What follows belongs to an exercise in optimizing a design on an open flow for small area; a production flow would make more cautious choices.
Function was checked by simulation only, so behaviour that the tests miss may differ from the original.

==> inputs of trial 59 <==
## ysyx_23060336
module ysyx_23060336(
  input         clock,
                reset,
                io_interrupt,
                io_master_awready,
  output        io_master_awvalid,
  output [31:0] io_master_awaddr,
  output [3:0]  io_master_awid,
  output [7:0]  io_master_awlen,
  output [2:0]  io_master_awsize,
  output [1:0]  io_master_awburst,
  input         io_master_wready,
  output        io_master_wvalid,
  output [31:0] io_master_wdata,
  output [3:0]  io_master_wstrb,
  output        io_master_wlast,
                io_master_bready,
  input         io_master_bvalid,
  input  [1:0]  io_master_bresp,
  input  [3:0]  io_master_bid,
  input         io_master_arready,
  output        io_master_arvalid,
  output [31:0] io_master_araddr,
  output [3:0]  io_master_arid,
  output [7:0]  io_master_arlen,
  output [2:0]  io_master_arsize,
  output [1:0]  io_master_arburst,
  output        io_master_rready,
  input         io_master_rvalid,
  input  [1:0]  io_master_rresp,
  input  [31:0] io_master_rdata,
  input         io_master_rlast,
  input  [3:0]  io_master_rid,
  output        io_slave_awready,
  input         io_slave_awvalid,
  input  [31:0] io_slave_awaddr,
  input  [3:0]  io_slave_awid,
  input  [7:0]  io_slave_awlen,
  input  [2:0]  io_slave_awsize,
  input  [1:0]  io_slave_awburst,
  output        io_slave_wready,
  input         io_slave_wvalid,
  input  [31:0] io_slave_wdata,
  input  [3:0]  io_slave_wstrb,
  ...
==> flow/config.mk <==
export PLATFORM = sky130hd
export DESIGN_NAME = ysyx_23060336
export DESIGN_NICKNAME = ysyx_23060336
export VERILOG_FILES = /design/flow/design.v
export SDC_FILE = /design/flow/constraint.sdc
export NUM_CORES = 4
export LEC_CHECK = 0
export CAP_MARGIN = 5
export CORE_MARGIN = 2
export CORE_UTILIZATION = 40
export PLACE_DENSITY = 0.6
export SLEW_MARGIN = 5
==> flow/constraint.sdc <==
create_clock -name core_clock -period 25.0 [get_ports {clock}]
set_input_delay 5.0000 -clock core_clock [delete_from_list [all_inputs] [get_ports {clock}]]
set_output_delay 5.0000 -clock core_clock [all_outputs]
set_load 0.01 [all_outputs]
standard.sh (not shown) runs the stock make flow with config.mk's settings and CLKGATE_MAP_FILE= SYNTH_SCRIPT=/design/flow/synth_recipe.tcl, a recipe that flattens the netlist after the stock synthesis.
==> flow/flow/run.sh <==
#!/bin/bash
# Standard ORFS layout, except: synthesis maps the logic with an area-oriented
# abc script (flow/abc_area.script, via flow/mysynth.tcl), and CTS uses
# clkbuf_8 clock buffers, small clusters and no dummy loads.  Each step's
# output goes to a log file in this folder.
set -euo pipefail
W=$(pwd)
export MY_ABC_SCRIPT=$W/flow/abc_area.script
CTS="-sink_clustering_enable -repair_clock_nets -dont_use_dummy_load -buf_list sky130_fd_sc_hd__clkbuf_8 -root_buf sky130_fd_sc_hd__clkbuf_16 -sink_clustering_size 15 -sink_clustering_max_diameter 50"
M=(make -C "$FLOW_HOME" DESIGN_CONFIG=$W/config.mk WORK_HOME=$W/orfs CLKGATE_MAP_FILE= SYNTH_SCRIPT=$W/flow/mysynth.tcl)
"${M[@]}" synth > $W/synth.log 2>&1
CTS_ARGS="$CTS" "${M[@]}" CTS_ARGS="$CTS" finish > $W/layout.log 2>&1
R=$W/orfs/results/$FLOW_PLATFORM/ysyx_23060336/base
: # left out here: write the final layout as DEF
==> flow/flow/abc_area.script <==
strash
&get -n
&fraig -x
&put
scorr
dc2
dc2
strash
&get -n
&dch -f
&nf
&put
==> flow/flow/mysynth.tcl <==
proc synth {args} { yosys synth -nofsm -noshare {*}$args }
# technology mapping with an area-oriented abc script and no delay target
proc abc {args} {
  set out {}
  set i 0
  while {$i < [llength $args]} {
    set a [lindex $args $i]
    if {$a eq "-script"} {
      lappend out -script $::env(MY_ABC_SCRIPT)
      incr i 2
    } elseif {$a eq "-D" || $a eq "-constr"} {
      incr i 2
    } else {
      lappend out $a
      incr i
    }
  }
  yosys abc {*}$out
}
source $::env(SCRIPTS_DIR)/synth.tcl
# left out here: clear keep_hierarchy, flatten, clean up, hide names made inside functions, write 1_2_yosys.v
==> inputs of trial 3, as changes to trial 59 <==
--- a/flow/design.v
+++ b/flow/design.v
@@ -14,15 +14,15 @@
                 io_dnpc,
   input         io_dnpc_skip,
   output        io_axi_araddr_skip,
   input         io_exu_valid,
                 io_isRAW_control
 );
   reg  [31:0] PC;
-  reg  [31:0] finst;
+  reg  [31:1] finst;
   reg  [2:0]  state;
   wire        _PC_T_9 = state == 3'h2;
   wire        _io_axi_rready_T_5 = state == 3'h1;
   wire        _io_axi_arvalid_T_4 = state == 3'h4;
   wire        _PC_T_13 = state == 3'h3;
   wire        _io_axi_arvalid_T_6 = state == 3'h6;
   wire        _io_axi_arvalid_T_2 = state == 3'h5;
@@ -43,15 +43,15 @@
     .s  (_PC_T_16[31:2]),
     .co ()
   );
   wire [2:0]  _state_T_9 = io_out_ready ? 3'h0 : 3'h3;
   wire [2:0]  _state_T_10 = {1'h0, ~io_out_ready, 1'h0};
   always @(posedge clock) begin
     if (io_axi_rvalid)
-      finst <= io_axi_rdata;
+      finst <= {io_axi_rdata[31:2], &io_axi_rdata[1:0]};
   end
   always @(posedge clock) begin
     if (reset) begin
       PC <= 32'h80000000;
       state <= 3'h5;
     end
     else begin
@@ -86,15 +86,16 @@
     end
   end  
   assign io_out_valid =
     (_PC_T_9 | _io_axi_rready_T_5 & io_axi_rvalid & io_out_ready) & ~io_isRAW_control
     | _io_axi_arvalid_T_4 & io_axi_rvalid & io_out_ready | _PC_T_13 | _io_axi_arvalid_T_6
     & io_axi_rvalid;
   assign io_out_bits_pc = PC;
-  assign io_out_bits_inst = io_axi_rvalid & io_out_ready ? io_axi_rdata : finst;
+  assign io_out_bits_inst =
+    io_axi_rvalid & io_out_ready ? io_axi_rdata : {finst[31:2], finst[1], finst[1]};
   assign io_axi_arvalid = io_axi_arvalid_0;
   assign io_axi_araddr = io_axi_araddr_0;
   assign io_axi_rready =
     ~(|state) | _io_axi_rready_T_5 | _io_axi_arvalid_T_6 | _io_axi_arvalid_T_4;
 endmodule
 module ysyx_23060336_IDU(
   input         clock,
@@ -3847,15 +3848,15 @@
   output        io_slave_rvalid,
   output [31:0] io_slave_rdata,
   input         io_awvalid,
   input  [31:0] io_awaddr,
   input         io_slave_skip
 );
   reg  [25:0] tags [0:15];
-  reg  [31:0] datas [0:15];
+  reg  [31:1] datas [0:15];
   reg  [15:0] valids;
   reg  [31:0] araddr;
   wire [25:0] slave_tag = araddr[31:6];
   wire        skip_addr = io_slave_skip;
   reg  [2:0]  state;
   reg  [2:0]  casez_tmp;
   wire        refill = state == 3'h3 & io_master_rvalid;
@@ -3865,15 +3866,15 @@
   reg  [31:0] out_data;
   integer i;
   always @(*) begin
     out_tag = 26'h0;
     out_data = 32'h0;
     for (i = 0; i < 16; i = i + 1) begin
       out_tag = out_tag | {26{idx == i}} & tags[i];
-      out_data = out_data | {32{idx == i}} & datas[i];
+      out_data = out_data | {32{idx == i}} & {datas[i], datas[i][1]};
     end
   end
   wire        out_valid = valids[idx];
   wire [2:0]  _state_T_9 = {~io_slave_rready, 2'h0};
   wire [2:0]  _state_T_11 = ~(|state) & io_slave_arvalid ? {skip_addr, 2'h1} : 3'h0;
   always_comb begin
     casez (state)
@@ -3913,15 +3914,15 @@
     if (io_slave_arvalid)
       araddr <= io_slave_araddr;
   end
   always @(posedge clock) begin
     if (refill)
       tags[araddr[5:2]] <= slave_tag;
     if (refill | io_awvalid)
-      datas[idx] <= io_master_rdata;
+      datas[idx] <= {io_master_rdata[31:2], &io_master_rdata[1:0]};
   end
   assign io_master_arvalid = _io_master_rready_T | _io_master_rready_T_3;
   assign io_master_araddr = araddr;
   assign io_master_rready =
     _io_master_rready_T | _io_master_rready_T_1 | _io_master_rready_T_3
     | _io_master_rready_T_5;
   assign io_slave_arready = ~(|state);
@@ -4071,15 +4072,16 @@
   wire [31:0] _xbar_io_slave_rdata;
   wire        _clint_io_axi_arready;
   wire        _clint_io_axi_rvalid;
   wire [31:0] _clint_io_axi_rdata;
   wire        _xbar_io_clint_arvalid;
   wire [31:0] _xbar_io_clint_araddr;
   reg  [31:0] idu_pc;
-  reg  [31:0] idu_inst;
+  reg  [31:1] idu_inst;
+  wire [31:0] idu_instw = {idu_inst[31:2], idu_inst[1], idu_inst[1]};
   reg  [31:0] exu_pc;
   reg  [31:0] exu_src1;
   reg  [31:0] exu_d2;
   reg  [31:2] exu_inst;
   reg         exu_v;
   reg         exu_bub;
   wire [31:0] exu_imm;
@@ -4185,22 +4187,22 @@
   assign exu_rd = exu_bub | exu_inst[11] ? 4'h0 : exu_inst[10:7];
   assign exu_fn = exu_inst[14:12];
   assign exu_imm = _x_imm | {27'h0, _x_instType == 3'h6 ? exu_inst[19:15] : 5'h0};
   assign exu_AluMux = exu_ecall ? 4'h4 : _x_AluMux;
   always @(posedge clock) begin
     if (_ifu_io_out_valid & _idu_io_in_ready) begin
       idu_pc <= _ifu_io_out_bits_pc;
-      idu_inst <= _ifu_io_out_bits_inst;
+      idu_inst <= {_ifu_io_out_bits_inst[31:2], &_ifu_io_out_bits_inst[1:0]};
     end
     if (_idu_io_out_valid & _exu_io_in_ready) begin
       exu_pc <= idu_pc;
       exu_src1 <= _reg_src1;
       exu_d2 <= sys ? sysdata : _reg_src2;
       exu_inst <= idu_inst[31:2];
-      exu_v <= &idu_inst[1:0];
+      exu_v <= idu_inst[1];
       exu_bub <= _idu_io_out_bits_lsu_wbu_isRAW_data;
     end
     if (_exu_io_out_valid & _lsu_io_in_ready) begin
       lsu_result <= _exu_io_out_bits_result;
       lsu_data <= exu_d2;
       lsu_MemWr <= exu_MemWr;
       lsu_MemtoReg <= exu_MemtoReg;
@@ -4239,15 +4241,15 @@
   );
   ysyx_23060336_IDU idu (
     .clock                          (clock),
     .reset                          (reset),
     .io_in_ready                    (_idu_io_in_ready),
     .io_in_valid                    (_ifu_io_out_valid),
     .io_in_bits_pc                  (idu_pc),
-    .io_in_bits_inst                (idu_inst),
+    .io_in_bits_inst                (idu_instw),
     .io_out_ready                   (_exu_io_in_ready),
     .io_out_valid                   (_idu_io_out_valid),
     .io_out_bits_pc                 (),
     .io_out_bits_src1               (),
     .io_out_bits_rezimm             (),
     .io_out_bits_rers1              (),
     .io_out_bits_imm                (_idu_io_out_bits_imm),
==> flow/flow/abc_area.script (replaced) <==
strash
&get -n
&fraig -x
&put
scorr
dc2
dc2
strash
&get -n
&dch -f
&nf -R 1000 -p -F 8 -a -A 4
&put
PLACE_DENSITY = 0.7   (was 0.6)
==> run notes <==
Global Route met2 Usage=0.418; Total GRT Usage=0.277; Area Growth Syn to Fin=13.3%; pre-CTS setup slack=112 ps; fin crit share=0.972; routed wire length=321 mm; fin util=0.456; status=finished clean; r2r worst-path depth=90; sequential cell count=2082; final instance area=100000 um2; M1 wire length=120 mm
The numbers above come from trial 3.

==> run notes <==
status=finished clean; sequential cell count=2100; r2r worst-path depth=81; Reg with most FFs=icache.datas; final instance area=102000 um2; Global Route met2 Usage=0.444; NonClk Buf Share=0.0516; fin util=0.456; pre-CTS setup slack=-22.9 ps; WHS Endpoint=exu_pc[10]; Area Growth Syn to Fin=13.6%; M1 wire length=133 mm; Detailed Routing Iterations Pass 1=9; fin crit share=0.973; Total GRT Usage=0.289
The numbers above come from trial 59.

[what the ideal ports hide]
The results above use ideal ports. As a check the final layouts listed here were re-extracted and re-timed, cells and wires unchanged. Step 1 assumes that a clkbuf_16 drives the clock port and a buf_2 every other input. Step 2 adds t to the input delays and takes it off the output delays; t is the mean of the earliest and latest rising clock arrival at the registers after step 1. Input paths then give back, and output paths get back, about the clock's delay inside the block. Three values: ideal, step 1, step 2; two values: the first two.
run	shift t [ns]	slack for setup (ns)	worst setup path after step 2
trial 59	0.885	0.684 / 0.598 / 1.410	register to register
trial 3	0.867	0.692 / 0.607 / 1.252	register to register
After both steps setup and hold are still met in every run listed.
